What follows belongs to an exercise in optimizing a design on an open flow for small area and a short achievable clock period; a production flow would make more cautious choices.
No functional check of the RTL was part of any run shown here.
Power and IR drop assume default switching activity.

--- flow/design.v ---
module mux2i_gate (
    input  logic s,
    input  logic a0,
    input  logic a1,
    output logic y
);
    assign y = ~(s ? a1 : a0);
endmodule
module inv_gate (
    input  logic a,
    output logic y
);
    assign y = ~a;
endmodule
module predecoder (
    input  logic       test,
    input  logic [6:0] k,          
    input  logic       csin,
    input  logic       rwbarin,
    input  logic [5:0] address,
    output logic       wr,         
    output logic       idle,       
    output logic [7:0] lo_n,       
    output logic [7:0] hir_n,      
    output logic [7:0] hiw_n       
);
    logic       rd;
    logic [5:0] a, a_n;
    for (genvar i = 0; i < 6; i++) begin : g_a
        mux2i_gate m (.s(test), .a0(address[i]), .a1(k[i]), .y(a_n[i]));
        inv_gate   n (.a(a_n[i]), .y(a[i]));
    end
    rdwr rw (.test(test), .k6(k[6]), .csin(csin), .rwbarin(rwbarin),
             .rd(rd), .wr(wr), .idle(idle));
    for (genvar i = 0; i < 8; i++) begin : g_l
        nand3_gate l (
            .a(i[0] ? a[0] : a_n[0]),
            .b(i[1] ? a[1] : a_n[1]),
            .c(i[2] ? a[2] : a_n[2]),
            .y(lo_n[i])
        );
        nand4_gate r (
            .a(rd),
            .b(i[0] ? a[3] : a_n[3]),
            .c(i[1] ? a[4] : a_n[4]),
            .d(i[2] ? a[5] : a_n[5]),
            .y(hir_n[i])
        );
        nand4_gate w (
            .a(wr),
            .b(i[0] ? a[3] : a_n[3]),
            .c(i[1] ? a[4] : a_n[4]),
            .d(i[2] ? a[5] : a_n[5]),
            .y(hiw_n[i])
        );
    end
endmodule
module rdwr (
    input  logic test,
    input  logic k6,
    input  logic csin,
    input  logic rwbarin,
    output logic rd,
    output logic wr,
    output logic idle
);
    logic cs, rw;
    assign cs   = test | csin;
    assign rw   = test ? k6 : rwbarin;
    assign rd   = cs & rw;
    assign wr   = cs & ~rw;
    assign idle = ~cs;
endmodule
module decoder (
    input  logic [7:0]  lo_n,
    input  logic [7:0]  hir_n,
    input  logic [7:0]  hiw_n,
    output logic [63:0] rsel,      
    output logic [63:0] we         
);
    for (genvar w = 0; w < 64; w++) begin : g_w
        nor2_gate u_r (.a(hir_n[w / 8]), .b(lo_n[w % 8]), .y(rsel[w]));
        nor2_gate u_w (.a(hiw_n[w / 8]), .b(lo_n[w % 8]), .y(we[w]));
    end
endmodule
module aoi222_gate (
    input  logic a1, a2, b1, b2, c1, c2,
    output logic y
);
    assign y = ~((a1 & a2) | (b1 & b2) | (c1 & c2));
endmodule
module nand4_gate (
    input  logic a, b, c, d,
    output logic y
);
    assign y = ~(a & b & c & d);
endmodule
module nand2_gate (
    input  logic a, b,
    output logic y
);
    assign y = ~(a & b);
endmodule
module nand3_gate (
    input  logic a, b, c,
    output logic y
);
    assign y = ~(a & b & c);
endmodule
module nor2_gate (
    input  logic a,
    input  logic b,
    output logic y
);
    assign y = ~(a | b);
endmodule
module multiplexer (
    input  logic [63:0] d,
    input  logic [63:0] rsel,
    input  logic        din,
    input  logic        wr,
    input  logic        q,
    input  logic        idle,
    output logic        out
);
    logic [65:0] s, v;
    assign s = {idle, wr, rsel};
    assign v = {q, din, d};
    logic [21:0] t;      
    for (genvar i = 0; i < 22; i++) begin : g_t
        aoi222_gate u (
            .a1(s[3*i]),   .a2(v[3*i]),
            .b1(s[3*i+1]), .b2(v[3*i+1]),
            .c1(s[3*i+2]), .c2(v[3*i+2]),
            .y(t[i])
        );
    end
    logic [5:0] u;       
    for (genvar i = 0; i < 5; i++) begin : g_u
        nand4_gate g (.a(t[4*i]), .b(t[4*i+1]), .c(t[4*i+2]), .d(t[4*i+3]), .y(u[i]));
    end
    nand2_gate g_u5 (.a(t[20]), .b(t[21]), .y(u[5]));
    logic [2:0] x;       
    for (genvar i = 0; i < 3; i++) begin : g_x
        nor2_gate g (.a(u[2*i]), .b(u[2*i+1]), .y(x[i]));
    end
    nand3_gate g_out (.a(x[0]), .b(x[1]), .c(x[2]), .y(out));
endmodule
module bist #(
    parameter size   = 6,
    parameter length = 8
) (
    input  logic             clk,
    input  logic             rst,
    input  logic             start,
    input  logic             csin,
    input  logic             rwbarin,
    input  logic             opr,
    input  logic [size-1:0]  address,
    input  logic [length-1:0] datain,
    output logic [length-1:0] dataout,
    output logic              fail
);
    logic       test;
    logic [9:0] k;
    always_ff @(posedge clk) begin
        if (rst)
            test <= 1'b0;
        else if (!test)
            test <= start;
        else if (&k)
            test <= 1'b0;
        k <= test ? k + 10'd1 : 10'd0;
    end
    logic [7:0] pat;
    always_comb begin
        case (k[9:7])
            3'd0: pat = 8'hAA;
            3'd1: pat = 8'h55;
            3'd2: pat = 8'hF0;
            3'd3: pat = 8'h0F;
            3'd4: pat = 8'h00;
            3'd5: pat = 8'hFF;
            3'd6: pat = 8'hCC;
            default: pat = 8'h33;
        endcase
    end
    logic        wr, idle;
    logic [7:0]  lo_n, hir_n, hiw_n;
    logic [63:0] rsel, we;
    logic [7:0]  din;
    predecoder pdec (
        .test    (test),
        .k       (k[6:0]),
        .csin    (csin),
        .rwbarin (rwbarin),
        .address (address),
        .wr      (wr),
        .idle    (idle),
        .lo_n    (lo_n),
        .hir_n   (hir_n),
        .hiw_n   (hiw_n)
    );
    decoder dec (
        .lo_n  (lo_n),
        .hir_n (hir_n),
        .hiw_n (hiw_n),
        .rsel  (rsel),
        .we    (we)
    );
    assign din = test ? pat : datain;
    logic [7:0] mem [0:63];
    always_ff @(posedge clk)
        for (int w = 0; w < 64; w++)
            if (we[w])
                mem[w] <= din;
    logic [7:0] rdata, rdata_nx;
    for (genvar b = 0; b < 8; b++) begin : g_rd
        logic [63:0] col;
        for (genvar w = 0; w < 64; w++) begin : g_w
            assign col[w] = mem[w][b];
        end
        multiplexer mux (
            .d    (col),
            .rsel (rsel),
            .din  (din[b]),
            .wr   (wr),
            .q    (rdata[b]),
            .idle (idle),
            .out  (rdata_nx[b])
        );
    end
    always_ff @(posedge clk)
        rdata <= rdata_nx;
    logic rd;
    assign rd = test ? k[6] : (csin & rwbarin);
    assign dataout = rd ? rdata : 8'h00;
    always_ff @(posedge clk)
        fail <= test && k[6] && opr && (rdata != pat);
endmodule
--- flow/run.sh ---
#!/bin/bash
# synth_recipe.tcl (not shown) runs the flow's synth.tcl, then flattens the netlist and writes it again
# the make line also repeats each setting of config.mk as NAME=value (left out here)
make -C /OpenROAD-flow-scripts/flow DESIGN_CONFIG=/design/flow/config.mk WORK_HOME=/design/flow/orfs CLKGATE_MAP_FILE= SYNTH_SCRIPT=/design/flow/synth_recipe.tcl finish
--- flow/config.mk ---
export PLATFORM = sky130hd
export DESIGN_NAME = bist
export DESIGN_NICKNAME = bist
export VERILOG_FILES = /design/flow/design.v
export SDC_FILE = /design/flow/constraint.sdc
export NUM_CORES = 4
export LEC_CHECK = 0
export CAP_MARGIN = 20
export CORE_MARGIN = 2
export CORE_UTILIZATION = 40
export CTS_CLUSTER_DIAMETER = 100
export CTS_CLUSTER_SIZE = 30
export SETUP_SLACK_MARGIN = 2.5
export SLEW_MARGIN = 20
export SYNTH_HIERARCHICAL = 1
--- flow/constraint.sdc ---
create_clock -name core_clock -period 5.5 [get_ports {clk}]
set_input_delay 1.1000 -clock core_clock [delete_from_list [all_inputs] [get_ports {clk}]]
set_output_delay 1.1000 -clock core_clock [all_outputs]
set_load 0.01 [all_outputs]
==> results of run 1 <==
[synthesized netlist by cell type (all sizes together)]
cell type    n
ha           5
nor2b        1
edfxtp     512
or3          2
inv         10
o21bai       2
xnor2        9
a21oi        5
nor4         1
xor2         4
a21boi       2
nand4       57
o21ai        6
nand2       19
a31oi        3
mux2i        8
a21o         1
or2          1
o22ai        1
nor2       162
nand2b       3
clkbuf       2
nor3         3
dfxtp       20
buf          3
o2111ai      1
a221oi       1
a222oi     176
and3b        1
nor3b        1
mux2         3
and2        15
nand3       20
nand3b       1
[modules after synthesis, one instance, submodules excluded, a selection]
| module | flops+latches | copies in the design | cells inside | area (µm²) |
|---|---|---|---|---|
| nand4_gate | 0 | 56 | 1 | 6.256 |
| bist | 532 | 1 | 635 | 16470 |
| nand3_gate | 0 | 16 | 1 | 5.005 |
| nand2_gate | 0 | 8 | 1 | 3.754 |
| inv_gate | 0 | 6 | 1 | 3.754 |
| nor2_gate | 0 | 152 | 1 | 3.754 |
| aoi222_gate | 0 | 176 | 1 | 10.01 |
| mux2i_gate | 0 | 6 | 1 | 10.01 |
[area by class of cell]
type | count | area [µm²]
fill | 3882 | 24660
sequential | 532 | 15780
multi-input combinational | 515 | 4185
timing repair buffer | 155 | 1619
tap | 615 | 769.5
clock buffer | 37 | 649.4
inverter | 10 | 48.80
clock inverter | 3 | 36.28
[timing repair]
| item | 4_1_cts | 5_1_grt |
|---|---|---|
| buffers inserted | 52 | 42 |
| gates resized for setup | 177 | 94 |
| setup endpoints to repair | 545 | 275 |
| pin swaps | 43 | 49 |
| gates cloned | 2 | 2 |
[metrics by stage]
step / hold WS [ns] / setup WS [ns] / area (µm²) / total power, W / utilization [%]
after floorplan: 0.4362 / 2.548 / 19400 / 0.004759 / -
after global placement: 0.4508 / 1.063 / 20680 / 0.004942 / 43.31
after detailed placement: 0.4919 / 0.9661 / 20680 / 0.004948 / 43.31
after CTS: 0.5546 / 2.315 / 22340 / 0.006999 / 46.79
after global routing: 0.5811 / 2.424 / 23090 / 0.007239 / 48.36
final: 0.5413 / 2.435 / 23090 / 0.007063 / 48.36
[kinds of logic (layout without fill, tap and decap cells)]
| family | Yosys count | count (layout) | synth area share (%) |
|---|---|---|---|
| compound gates | 198 | 199 | 9.860 |
| xor+xnor | 13 | 13 | 0.5876 |
| fa+ha+maj | 5 | 5 | 0.3229 |
| buf+inv | 15 | 205 | 0.3681 |
| flops | 532 | 532 | 81.42 |
| mux | 11 | 11 | 0.5876 |
| simple gates | 287 | 287 | 6.858 |
[path summary, 6_finish.rpt]
kind | from | end | slack (ns)
hold reg to reg | k[0] | k[0] | 0.54
setup / recovery | rwbarin | dataout[2] | 2.44
setup reg to reg | test | rdata[5] | 2.56
hold / removal | k[0] | k[0] | 0.54
[per-layer routing]
layer	track usage, %	vias to the layer above	part of all wire [%]
met5	0	-	0.017
met4	4.452	2	2.6
met3	3.502	84	11
met2	32.23	737	46
met1	29.62	6134	40
li1	-	4984	-
[critical path, cell delays in order]
cell and delay, ns:
buf_8 0.10, nand2_4 0.06, o21ai_2 0.06, buf_6 0.13, buf_6 0.13, buf_12 0.12
and2_4 0.15, buf_6 0.11
[flip-flops by register name, indices dropped and copies added (netlist names)]
signal and count:
mem 512, test 1, fail 1, k 10
rdata 8
[power groups by stage]
stage          registers [W]  clock network (W)  logic, W
5_1_grt              0.00455            0.00221  0.000487
3_3_place_gp         0.00464                  0  0.000307
4_1_cts              0.00454            0.00207  0.000389
3_5_place_dp         0.00464                  0  0.000312
6_report             0.00454            0.00205  0.000468
2_1_floorplan        0.00461                  0  0.000147
==> impl_metrics.tcl, run 1 <==
set metrics [dict create \
    ys_seq_area_share_pct 81.42 \
    fin_nets 1261 \
    synth_top_area_share_pct 79.35 \
    cts_buffers 22 \
    slew_headroom_pct 27.08 \
    ant_nets 0 \
    slew_violations 0 \
    clockRootBuffer "clkbuf_16" \
    antenna_found_initial 1 \
    syn_area_per_cell_um2 18.26 \
    synth-seq-cells 532 \
    syn_nets 1086 \
    grt_usage_pct 20.34 \
    remaining_drc_errors 0 \
    io_pins 29 \
    cp.required_ns 4.40 \
    diodes 0 \
    clk_pin_slew_ns 0.12 \
    yosysWarnings 8 \
    final_common_cell "edfxtp_1" \
    finalNonFillerCells 1867 \
    wl_um 53990 \
    core_area_um2 47750 \
    hold_buffers 0 \
    power.switching_w 0.001558 \
    clockBufferDepth 3 \
    critPathLaunchType "input port" \
    status "no timing/DRC/antenna violations" \
    hold_violations 0 \
    drtIter0Drc 2489 \
    dp_cells 1728 \
    grt_pass1_wl_um 75380 \
    leakage_nw 7.062 \
    path_class "in2out" \
    die-area_um2 50220 \
    min_path_cells 1 \
    num_vias 11940 \
    cp-end-kind "output port" \
    fp.dieW_um 224.1 \
    p_int_w 0.005506 \
    worst_skew_pair.late_latency_ns 0.57 \
    wire_per_inst_um 28.92 \
    peakVddDrop_mv 0.2119 \
    clockPowerShare_pct 29.0 \
    ys_types 36 \
    layout_min_cycle_time_ns 3.065 \
    fin_skew_ns 0.03164 \
    grt_max_degree 65 \
    most-common-layout-cells "edfxtp_1 (512), a222oi_1 (176), nor2_2 (114)" \
    portBuffers 28 \
    globalplace.congestion 0.8159 \
    synth_area_leaders "edfxtp_1 (79%), a222oi_1 (9.1%), nor2_1 (3.1%)" \
    finalCritPeriodShare_pct 55.72 \
    max_clock_freq_mhz 326.3 \
    via_per_inst 6.396 \
    switching_share_pct 22.05 \
    finalSetupViolCount 0 \
    initial_core_util_pct 40.58 \
    rsz0062_at_grt "yes" \
    synthCells 1061 \
    grt_overflow 0 \
    cts_tree "yes" \
    pwr-share-seq_pct 64.3 \
    syn_to_final_growth_pct 19.16 \
    power_density_nw_per_um2 305.9 \
    tightest_slew_ns 1.094 \
    cts_sinks 532 \
    first_pass_iters 9 \
    cap_violations 0 \
    die_h_um 224.1 \
    grt_pass1_vias 11250 \
    htreeDepth 1 \
    final.setup.tns_ns 0 \
    yosys.area.top_type "edfxtp_1" \
    share_comb_of_total_power_pct 6.6 \
    dp_hpwl_um 32560 \
    min_path_type "reg2reg" \
    worst_ep_arrival_time_ns 1.96 \
    path_max_fanout 3 \
    num_rows 80 \
    r2r_cells 11 \
    syn_area_um2 19380 \
    drive_above_1_share_pct 26.76 \
]
==> inputs of run 2 (changes only) <==
--- a/flow/design.v
+++ b/flow/design.v
@@ -146,4 +146,13 @@
     end
     nand3_gate g_out (.a(x[0]), .b(x[1]), .c(x[2]), .y(out));
+endmodule
+module dout_gate (
+    input  logic t,
+    input  logic n,
+    input  logic csin,
+    input  logic rwbarin,
+    output logic y
+);
+    assign y = t | (n & csin & rwbarin);
 endmodule
 module bist #(
@@ -233,7 +242,11 @@
     always_ff @(posedge clk)
         rdata <= rdata_nx;
-    logic rd;
-    assign rd = test ? k[6] : (csin & rwbarin);
-    assign dataout = rd ? rdata : 8'h00;
+    logic [7:0] rdata_t, rdata_n;
+    assign rdata_t = rdata & {8{test & k[6]}};
+    assign rdata_n = rdata & {8{~test}};
+    for (genvar b = 0; b < 8; b++) begin : g_out
+        dout_gate u (.t(rdata_t[b]), .n(rdata_n[b]), .csin(csin), .rwbarin(rwbarin),
+                     .y(dataout[b]));
+    end
     always_ff @(posedge clk)
         fail <= test && k[6] && opr && (rdata != pat);
==> impl_metrics.tcl, run 2 <==
set metrics [dict create \
    dp_cells 1746 \
    leakage_nw 6.846 \
    slew_headroom_pct 33.61 \
    clockRootBuffer "clkbuf_16" \
    finalCritPeriodShare_pct 53.73 \
    initial_core_util_pct 40.73 \
    grt_usage_pct 19.60 \
    finalNonFillerCells 1848 \
    finalSetupViolCount 0 \
    syn_area_per_cell_um2 18.02 \
    htreeDepth 1 \
    critPathLaunchType "flop" \
    cp-end-kind "flop" \
    nFillCells 3983 \
    wl_um 50860 \
    largest_register_ffs 512 \
    layout_min_cycle_time_ns 2.955 \
    syn_to_final_growth_pct 15.86 \
    first_pass_iters 8 \
    cts_tree "yes" \
    ys_types 43 \
    path_class "reg2reg" \
    clockBufferDepth 3 \
    ys_seq_area_share_pct 80.78 \
    dp_hpwl_um 31280 \
    grt_pass1_wl_um 73240 \
    tightest_slew_ns 0.9958 \
    core_area_um2 47950 \
    drtIter0Drc 2050 \
    max_clock_freq_mhz 338.4 \
    yosys.area.top_type "edfxtp_1" \
    fin_nets 1244 \
    wire_per_inst_um 27.52 \
    status "no timing/DRC/antenna violations" \
    fin_skew_ns 0.01480 \
    grt_pass1_vias 11080 \
    most-common-layout-cells "edfxtp_1 (512), a222oi_1 (176), nor2_2 (98)" \
    peakVddDrop_mv 0.2042 \
    via_per_inst 6.277 \
    crit_start "k[7]" \
    cap_violations 0 \
    min_path_type "reg2reg" \
    globalplace.congestion 0.8449 \
    r2r_cells 10 \
    top_regs "mem: 512 flops, k: 10 flops, rdata: 8 flops" \
    synth_edf_count 512 \
    path_max_fanout 44 \
    cts_buffers 21 \
    grt_max_degree 66 \
    remaining_drc_errors 0 \
    hp-start "k[0]" \
    cp.required_ns 5.95 \
    power_density_nw_per_um2 302.1 \
    clk_pin_slew_ns 0.11 \
    worst_skew_pair.late_latency_ns 0.56 \
    portBuffers 28 \
    reg2reg_to "rdata[4]" \
    hold_violations 0 \
    final_core_util_pct 47.19 \
    synthCells 1084 \
    io_pins 29 \
    r2r_slack_ns 2.54 \
    num_vias 11600 \
    slew_violations 0 \
    num_rows 80 \
    worst_ep_arrival_time_ns 3.40 \
    yosysWarnings 8 \
    diodes 0 \
    die_h_um 225.0 \
    min_to "k[0]" \
    synth_area_leaders "edfxtp_1 (79%), a222oi_1 (9.0%), nor2_1 (3.1%)" \
    die-area_um2 50600 \
    power_w 0.006836 \
    timing.rr.start "k[7]" \
    grt_overflow 0 \
    min_path_cells 1 \
    yosysMostFrequentCell "edfxtp_1" \
    cts_sinks 532 \
    syn_nets 1109 \
    fp.dieW_um 225.0 \
    synth_top_area_share_pct 78.73 \
    synth-seq-cells 532 \
    synthArstFlopShare_pct 0 \
    drive_above_1_share_pct 21.41 \
    final_common_cell "edfxtp_1" \
    netlist_top_cells_count "edfxtp_1 (512), a222oi_1 (176), nor2_1 (163), nand4_1 (58)" \
    ant_nets 0 \
    largest-register "mem" \
    antenna_found_initial 0 \
    final.setup.tns_ns 0 \
    synth_flop_cell "edfxtp_1" \
    syn_area_um2 19530 \
    rsz0062_at_grt "yes" \
]
run 2: changes by cell type in the layout (fill, tap and decap cells not counted), sizes merged, moves of 7 or more:
cell	delta
buf	-43
nor2b	+11
and3	+10
a31o	+8
and2	-8
dlygate4sd2	+7
run 2: what timing repair did:
item / in CTS / in global routing
endpoints found under the setup margin: 528 / 78
gates cloned: 2 / 1
gates resized for setup: 169 / 53
pin swaps: 52 / 28
setup buffers: 48 / 14
hold buffers: 0 / 0
run 2: per-module statistics from Yosys, one instance, submodules excluded, a selection:
module,area (µm²),cells inside
bist,16550,650
rdwr,32.53,6
aoi222_gate,10.01,1
mux2i_gate,10.01,1
dout_gate,8.758,1
nand4_gate,6.256,1
nand3_gate,5.005,1
inv_gate,3.754,1
nand2_gate,3.754,1
nor2_gate,3.754,1
run 2: worst max path at each step:
stage	endpoint	cells after the start
after floorplan	mem[0][0]	4
after CTS	rdata[3]	10
final	rdata[4]	10
after global placement	mem[32][2]	5
after global routing	rdata[1]	11
after detailed placement	rdata[3]	9
run 2: where the power goes:
group	internal (W)	leakage, nW	switching, W	total, W
Combinational	0.000141	1.81	0.000291	0.000432
Clock	0.000738	0.281	0.00113	0.00186
Sequential	0.00450	4.76	0.0000360	0.00454
run 2: metal layers:
layer  GRT usage [%]  part of all wire, %  up-vias
li1                -                    -     4989
met1           28.12                   41     5995
met2           32.17                   49      562
met3           2.099                  8.1       54
met4           5.084                  2.0        0
met5               0                    0        -
run 2: cell type report:
class / count / area (µm²) / share of cell area (%)
clock buffers: 36 / 581.8 / 2.571
clock inverters: 1 / 8.758 / 0.03871
inverters: 12 / 52.55 / 0.2322
multi-input cells: 533 / 4248 / 18.77
flip-flops and latches: 532 / 15790 / 69.76
well taps: 615 / 769.5 / 3.401
repair buffers: 119 / 1181 / 5.220
run 2: logic make-up (layout without fill, tap and decap cells):
family	Yosys count	in the layout	synth area share, %
flops	532	532	80.78
buf+inv	20	168	0.4292
fa+ha+maj	5	5	0.3203
simple gates	295	296	7.093
mux	12	12	0.6343
compound gates	209	209	10.25
xor+xnor	11	11	0.4934
run 2: metrics by stage:
step           cell area, µm²  hold WS [ns]  setup WS (ns)
2_1_floorplan           19560        0.4362          2.608
3_3_place_gp            20810        0.4781         0.9772
3_5_place_dp            20830        0.4863         0.8132
4_1_cts                 22300        0.5409          2.463
5_1_grt                 22630        0.5544          2.380
6_report                22630        0.5309          2.545
run 2: worst max-delay path, stage by stage, from the launching register on:
cell and delay [ns]:
dfxtp_1 0.36, inv_1 0.12, ha_1 0.42, nor2_4 0.12, a221oi_2 0.38, a21oi_4 0.28, buf_4 0.37, a222oi_1 0.34
nand2_1 0.09, nor2_1 0.24, nand3_1 0.11
==> inputs of run 3 (changes only) <==
--- a/flow/config.mk
+++ b/flow/config.mk
@@ -8,8 +8,9 @@
 export CAP_MARGIN = 20
 export CORE_MARGIN = 2
-export CORE_UTILIZATION = 40
-export CTS_CLUSTER_DIAMETER = 100
-export CTS_CLUSTER_SIZE = 30
-export SETUP_SLACK_MARGIN = 2.5
+export CORE_UTILIZATION = 50
+export CTS_BUF_LIST = sky130_fd_sc_hd__clkbuf_8
+export CTS_CLUSTER_DIAMETER = 60
+export CTS_CLUSTER_SIZE = 20
+export SETUP_SLACK_MARGIN = 2.8
 export SLEW_MARGIN = 20
 export SYNTH_HIERARCHICAL = 1
==> impl_metrics.tcl, run 3 <==
set metrics [dict create \
    worst_ep_arrival_time_ns 3.37 \
    syn_area_per_cell_um2 18.02 \
    clockPowerShare_pct 28.5 \
    ant_nets 0 \
    cts_sinks 532 \
    place_ws_ns 1.082 \
    crit_start "address[3]" \
    synthArstFlopShare_pct 0 \
    final.setup.tns_ns 0 \
    initial_core_util_pct 50.65 \
    fin_skew_ns 0.01591 \
    power_density_nw_per_um2 303.1 \
    hp-start "k[0]" \
    drive_above_1_share_pct 26.23 \
    netlist_top_cells_count "edfxtp_1 (512), a222oi_1 (176), nor2_1 (163), nand4_1 (58)" \
    cp-end-kind "flop" \
    yosys.area.top_type "edfxtp_1" \
    yosysWarnings 8 \
    first_pass_iters 7 \
    num_rows 72 \
    path_class "in2reg" \
    largest_register_ffs 512 \
    final_common_cell "edfxtp_1" \
    ys_seq_area_share_pct 80.78 \
    p_int_w 0.005435 \
    syn_area_um2 19530 \
    wl_um 51600 \
    status "no timing/DRC/antenna violations" \
    num_vias 12060 \
    antenna_found_initial 0 \
    largest-register "mem" \
    drtIter0Drc 2420 \
    wire_per_inst_um 28.62 \
    cp.required_ns 6.01 \
    core_area_um2 38560 \
    syn_to_final_growth_pct 18.40 \
    tightest_slew_ns 1.026 \
    max_clock_freq_mhz 349.4 \
    fin_nets 1290 \
    grt_pass1_wl_um 73550 \
    synth_edf_count 512 \
    htreeDepth 2 \
    layout_min_cycle_time_ns 2.862 \
    cts_tree "yes" \
    cts_buffers 36 \
    power.switching_w 0.001573 \
    clockBufferDepth 3 \
    path_max_fanout 7 \
    hold_violations 0 \
    globalplace.congestion 0.8444 \
    top_regs "mem: 512 flops, k: 10 flops, rdata: 8 flops" \
    synth_top_area_share_pct 78.73 \
    r2r_cells 11 \
    synth_flop_cell "edfxtp_1" \
    slew_headroom_pct 31.61 \
    cap_violations 0 \
    min_path_type "reg2reg" \
    finalSetupViolCount 0 \
    portBuffers 28 \
    peakVddDrop_mv 0.2083 \
    dp_hpwl_um 30300 \
    clockRootBuffer "clkbuf_8" \
    synthCells 1084 \
    finalCritPeriodShare_pct 52.04 \
    slew_violations 0 \
    most-common-layout-cells "edfxtp_1 (512), a222oi_1 (176), nor2_2 (76), buf_4 (76), nor2_1 (59)" \
    diodes 0 \
    grt_usage_pct 24.64 \
    grt_max_degree 66 \
    fin_ws_ns 2.638 \
    worst_skew_pair.late_latency_ns 0.62 \
    hold_buffers 0 \
    grt_overflow 0 \
    remaining_drc_errors 0 \
    via_per_inst 6.688 \
    finalNonFillerCells 1803 \
    pwr-share-seq_pct 64.7 \
    io_pins 29 \
    dp_cells 1643 \
    critPathLaunchType "input port" \
    synth_area_leaders "edfxtp_1 (79%), a222oi_1 (9.0%), nor2_1 (3.1%)" \
    timing.rr.start "test" \
    synth-seq-cells 532 \
    yosysMostFrequentCell "edfxtp_1" \
    syn_nets 1109 \
    clk_pin_slew_ns 0.11 \
    switching_share_pct 22.44 \
    ys_types 43 \
    share_comb_of_total_power_pct 6.8 \
    min_path_cells 1 \
    die-area_um2 40650 \
    rsz0062_at_grt "yes" \
    leakage_nw 7.115 \
    die_h_um 201.6 \
    fp.dieW_um 201.6 \
    grt_pass1_vias 11220 \
]
run 3: kinds of logic (layout without fill, tap and decap cells):
group / Yosys count / in the layout / share of synthesized area, %
AOI/OAI and AO/OA: 209 / 210 / 10.25
muxes: 12 / 12 / 0.6343
and+or+nand+nor: 295 / 296 / 7.093
adders and majority gates: 5 / 5 / 0.3203
DFF: 532 / 532 / 80.78
buffers and inverters: 20 / 219 / 0.4292
xor gates and xnor gates: 11 / 11 / 0.4934
run 3: Yosys stat by module, one instance, submodules excluded, a selection:
module | flops+latches | cell area, µm² | cells inside | times used
nand2_gate | 0 | 3.754 | 1 | 8
bist | 532 | 16550 | 650 | 1
nand3_gate | 0 | 5.005 | 1 | 16
rdwr | 0 | 32.53 | 6 | 1
nand4_gate | 0 | 6.256 | 1 | 56
dout_gate | 0 | 8.758 | 1 | 8
inv_gate | 0 | 3.754 | 1 | 6
nor2_gate | 0 | 3.754 | 1 | 152
aoi222_gate | 0 | 10.01 | 1 | 176
mux2i_gate | 0 | 10.01 | 1 | 6
run 3: timing repair:
item	CTS	global route
gates resized for setup	185	80
endpoints found under the setup margin	606	322
cloned	4	1
pin swaps	61	76
setup buffers	71	25
run 3: path summary, 6_finish.rpt:
| kind | to | slack [ns] |
|---|---|---|
| worst max-delay path | rdata[2] | 2.64 |
| worst min-delay path | k[0] | 0.52 |
| worst max register to register | rdata[2] | 2.64 |
| worst min register to register | k[0] | 0.52 |
run 3: area by class of cell:
cell class | instances | area [µm²]
fill | 2884 | 15430
multi-input combinational | 534 | 4384
clock inverter | 20 | 187.7
inverter | 12 | 58.81
clock buffer | 38 | 523.0
tap | 518 | 648.1
sequential | 532 | 15780
timing repair buffer | 149 | 1536
run 3: worst max-delay path: stages:
cell and delay [ns]:
buf_2 0.11, mux2i_2 0.16, buf_4 0.17, clkinvlp_4 0.16, nand4_1 0.16, buf_12 0.16, nor2_4 0.07, a222oi_1 0.61
nand4_1 0.32, nor2_4 0.25, nand3_2 0.08
run 3: routing by layer:
metal	wire length, µm	global-route usage (%)	vias up	share of wire, %
met5	0	0	-	0
met4	1722	9.638	0	3.3
met3	5424	4.600	98	11
met2	23610	37.28	774	46
met1	20850	35.79	6097	40
li1	-	-	5090	-
run 3: stage by stage:
stage / instance area [µm²] / utilization, % / hold WS [ns] / total power, W
2_1_floorplan: 19650 / - / 0.4452 / 0.004776
3_3_place_gp: 20730 / 53.77 / 0.4677 / 0.004955
3_5_place_dp: 20730 / 53.77 / 0.4749 / 0.004956
4_1_cts: 22610 / 58.63 / 0.5156 / 0.007005
5_1_grt: 23120 / 59.97 / 0.5703 / 0.007225
6_report: 23120 / 59.97 / 0.5196 / 0.007008
run 3: power by group through the flow:
| stage | clock network [W] | registers, W | logic [W] |
|---|---|---|---|
| global placement | 0 | 0.00463 | 0.000323 |
| global route | 0.00219 | 0.00454 | 0.000496 |
| floorplan | 0 | 0.00461 | 0.000162 |
| finish | 0.00200 | 0.00454 | 0.000475 |
| detailed placement | 0 | 0.00463 | 0.000326 |
| CTS | 0.00204 | 0.00454 | 0.000428 |

==> re-timing with driven ports <==
The flow's constraints put no driver on any port. The routed layouts listed below were extracted and timed again, unchanged, in two steps. Step 1 sets driving cells, clkbuf_16 on the clock port and buf_2 on the other inputs (assumed; they add their load-dependent delay and slew). Step 2 times the ports against the registers' clock, not the clock port: input delays grow and output delays shrink by t, the midpoint of the rising clock arrivals with the driver on. a / b / c = no drivers / after step 1 / after step 2; a / b = the first two.
run | shift t [ns] | setup slack, ns | clock arrival spread, ns
run 1 | 0.617 | 2.435 / 2.374 / 1.928 | 0.036 / 0.036
run 2 | 0.609 | 2.545 / 2.545 / 2.126 | 0.022 / 0.023
run 3 | 0.665 | 2.638 / 2.630 / 1.997 | 0.022 / 0.022
After both steps setup and hold are still met in every run listed. For run 3, which loses most, drivers alone change the setup slack by -0.008 ns; drivers and shift together by -0.641 ns.
